This design comes from an exercise in tuning for small area and a short achievable clock period on the open sky130 flow, not from production work.
At most, simulation tests tie the RTL to the original design; equivalence was not proved.
Power and IR drop assume default switching activity.

Design alu, start of the top module:
module alu #(
    parameter INST_W = 4,
    parameter INT_W  = 6,
    parameter FRAC_W = 10,
    parameter DATA_W = INT_W + FRAC_W
)(
    input                      i_clk,
    input                      i_rst_n,
    input                      i_in_valid,
    output                     o_busy,
    input         [INST_W-1:0] i_inst,
    input  signed [DATA_W-1:0] i_data_a,
    input  signed [DATA_W-1:0] i_data_b,
    output                     o_out_valid,
    output        [DATA_W-1:0] o_data
);
clock: 8.5 ns
lec_check: 0
abc_clock_period_in_ps: 3500
cap_margin: 20
core_margin: 2
core_utilization: 50
setup_slack_margin: 5
slew_margin: 20
run.sh (not shown) runs the stock make flow with config.mk's settings and CLKGATE_MAP_FILE= SYNTH_SCRIPT=/design/flow/synth_recipe.tcl, a recipe that flattens the netlist after the stock synthesis.
The baseline completed with no timing, DRC or antenna violations.
Change:
--- a/flow/design.v
+++ b/flow/design.v
@@ -644,42 +644,34 @@
     assign kp3[24:4] = kp2[24:4] & kp2[20:0];
     wire [24:0] kg4, kp4;
     assign kg4[7:0] = kg3[7:0];
     assign kp4[7:0] = kp3[7:0];
     assign kg4[24:8] = kg3[24:8] | (kp3[24:8] & kg3[16:0]);
     assign kp4[24:8] = kp3[24:8] & kp3[16:0];
     wire [24:0] kg5, kp5;
     assign kg5[15:0] = kg4[15:0];
     assign kp5[15:0] = kp4[15:0];
     assign kg5[24:16] = kg4[24:16] | (kp4[24:16] & kg4[8:0]);
     assign kp5[24:16] = kp4[24:16] & kp4[8:0];
     wire [25:0] kc  = {kg5, 1'b0};             
-    wire [24:0] ksel1 = {kp0[24:1] ^ (kg0[23:0] | kp0[23:0]), kp0[0]};    
-    wire [24:0] ksel0 = {kp0[24:1] ^ kg0[23:0], kp0[0]};                 
-    wire [25:0] lo;
-    assign lo[25] = kc[25];
-    assign lo[0]  = kp0[0];
-    genvar gk;
-    generate for (gk = 1; gk < 25; gk = gk + 1) begin : g_sum
-        assign lo[gk] = kc[gk-1] ? ksel1[gk] : ksel0[gk];
-    end endgenerate
+    wire [25:0] lo  = {kc[25], kp0 ^ kc[24:0]};
     wire        c25 = lo[25];
     wire [6:0]  ha_ = pr_a[31:25], hb_ = pr_b[31:25];
     wire [6:0]  hx  = ha_ ^ hb_;
     wire        z0  = &(hx[6:1] ~^ (ha_[5:0] | hb_[5:0]));    
     wire        z1  = &(~hx[6:1] ~^ (ha_[5:0] & hb_[5:0]));   
     wire        ok0 = (z0 & ~hx[0]) | (z1 & hx[0]);           
     wire        ok1 = (z0 & hx[0]) | (z1 & ~hx[0]);           
     wire        mul_ok = c25 ? ok1 : ok0;
-    wire        p25 = kc[24] ? (hx[0] ^ (kg0[24] | kp0[24])) : (hx[0] ^ kg0[24]);
+    wire        p25 = hx[0] ^ c25;
     wire        p26 = hx[1] ^ ((ha_[0] & hb_[0]) | (hx[0] & c25));
     wire        mul_sgn = xa[15] ^ y_r[15];    
     wire [15:0] sp_res  = {5'd0, p26, p25, lo[24:16]};    
     wire [31:0] rot2 = {xa, xa} >> y_r[3:0];
     wire [15:0] rot  = rot2[15:0];
     reg  [15:0] rs_res;
     integer j;
     always @(*) begin
         for (j = 0; j < 16; j = j + 1)
             rs_res[j] = (y_r[4] | (j + y_r[3:0] > 15)) ? xa[15] : rot[j];
     end
     reg [4:0] zcnt;
Outcome:
- clock skew increases by 0.014 ns
- cell count decreases by a few percent
- final area decreases by a few percent
- routed wire length decreases by a little under a tenth
- non-clock buffer count decreases by 11
- sequential share of layout area increases by 1.9 points
- area after synthesis decreases by a few percent
- power decreases by about a fifth
- global-route usage decreases by 1.0 points
- via count decreases by a few percent
- clock-buffer cell count increases by 18
Only the layout flow was run in the first run of this note; the RTL was not checked for function there.

Setup of the reference run:
alu, a different RTL version from the one above (not shown whole).
Size in the first run: roughly 2400 cells after synthesis, about 0.028 mm^2 of cells after synthesis.
export LEC_CHECK = 0
export ABC_CLOCK_PERIOD_IN_PS = 3500
export CAP_MARGIN = 20
export CORE_MARGIN = 2
export CORE_UTILIZATION = 50
export SETUP_SLACK_MARGIN = 5
export SLEW_MARGIN = 20
create_clock -name core_clock -period 8.5 [get_ports {i_clk}]
## Diff of input files: the trial run against the reference run
--- a/flow/design.v
+++ b/flow/design.v
@@ -624,21 +624,18 @@
     assign hs235 = 1'b1 ^ mr[104];
     assign hc236 = 1'b1 & mr[104];
     wire [31:0] pr_a = {1'b1, mr[105], hs235, fs233, fs231, fs229, fs227, fs225, fs223, fs221, fs219, fs217, fs215, fs213, fs211, fs209, fs207, fs205, fs203, fs201, fs199, fs197, fs195, fs193, fs191, fs189, fs187, fs185, hs183, mr[5], mr[2], mr[0]};
     wire [31:0] pr_b = {1'b0, hc236, fc234, fc232, fc230, fc228, fc226, fc224, fc222, fc220, fc218, fc216, fc214, fc212, fc210, fc208, fc206, fc204, fc202, fc200, fc198, fc196, fc194, fc192, fc190, fc188, fc186, hc184, hc182, hs181, 1'b0, mr[1]};
     wire [25:0] lo  = {1'b0, pr_a[24:0]} + {1'b0, pr_b[24:0]};
     wire        c25 = lo[25];
-    wire [6:0]  ha_ = pr_a[31:25], hb_ = pr_b[31:25];
-    wire [6:0]  hx  = ha_ ^ hb_;
-    wire        z0  = &(hx[6:1] ~^ (ha_[5:0] | hb_[5:0]));    
-    wire        z1  = &(~hx[6:1] ~^ (ha_[5:0] & hb_[5:0]));   
-    wire        ok0 = (z0 & ~hx[0]) | (z1 & hx[0]);           
-    wire        ok1 = (z0 & hx[0]) | (z1 & ~hx[0]);           
+    wire [6:0]  hi  = pr_a[31:25] + pr_b[31:25];
+    wire        ok0 = (hi == 7'd0)   | (hi == 7'd127);    
+    wire        ok1 = (hi == 7'd127) | (hi == 7'd126);
     wire        mul_ok = c25 ? ok1 : ok0;
-    wire        p25 = hx[0] ^ c25;
-    wire        p26 = hx[1] ^ ((ha_[0] & hb_[0]) | (hx[0] & c25));
+    wire        p25 = hi[0] ^ c25;
+    wire        p26 = hi[1] ^ (hi[0] & c25);
     wire        mul_sgn = xa[15] ^ y_r[15];    
     wire [15:0] mul_res = mul_ok ? {p25, lo[24:10]} : {mul_sgn, {15{~mul_sgn}}};
     wire [15:0] sp_res  = {5'd0, p26, p25, lo[24:16]};    
     wire [31:0] rot2 = {xa, xa} >> y_r[3:0];
     wire [15:0] rot  = rot2[15:0];
     reg  [15:0] rs_res;
[summary]
- In the metrics for the reference run and the trial run, the one carrying the higher clock power is the trial run.
- Comparing the reference run against the trial run, there is no change at all in number of iterations in the first detailed-routing pass.
- Delta (the trial run minus the reference run): cell count lower, combinational share of power increased by 1.2 points relative to the old numbers, total DRC errors in the routed layout about even, met3 layer usage reported by global route went up by 2.4 points.
For the trial run, only the layout was checked, not whether the RTL still works.

==> separate check: timing with driven ports <==
In the flow no input, the clock included, has a driving cell. The finished layouts below were timed again as built, in two steps. Step 1 assumes that a clkbuf_16 drives the clock port and a buf_2 every other input. Step 2 adds t to the input delays and takes it off the output delays; t is the mean of the earliest and latest rising clock arrival at the registers after step 1. Input paths then give back, and output paths get back, about the clock's delay inside the block. Slacks: ideal ports / drivers / drivers and shift; pairs: ideal ports / drivers.
run	t, ns	slack for setup (ns)	latest minus earliest clock arrival (ns)	worst slew at a driven data input, ns	cell pins on the clock port's net
the first run of note 1	0.676	4.819 / 4.819 / 4.306	0.023 / 0.022	0.12	1
the second run of note 1	0.666	4.762 / 4.762 / 4.264	0.040 / 0.040	0.14	1
the reference run	0.677	4.786 / 4.786 / 4.240	0.059 / 0.059	0.14	1
the trial run	0.690	4.582 / 4.582 / 4.251	0.063 / 0.063	0.10	1
After both steps every run listed still meets setup and hold. For the reference run, which loses most, drivers alone change the setup slack by 0.000 ns; drivers and shift together by -0.546 ns.
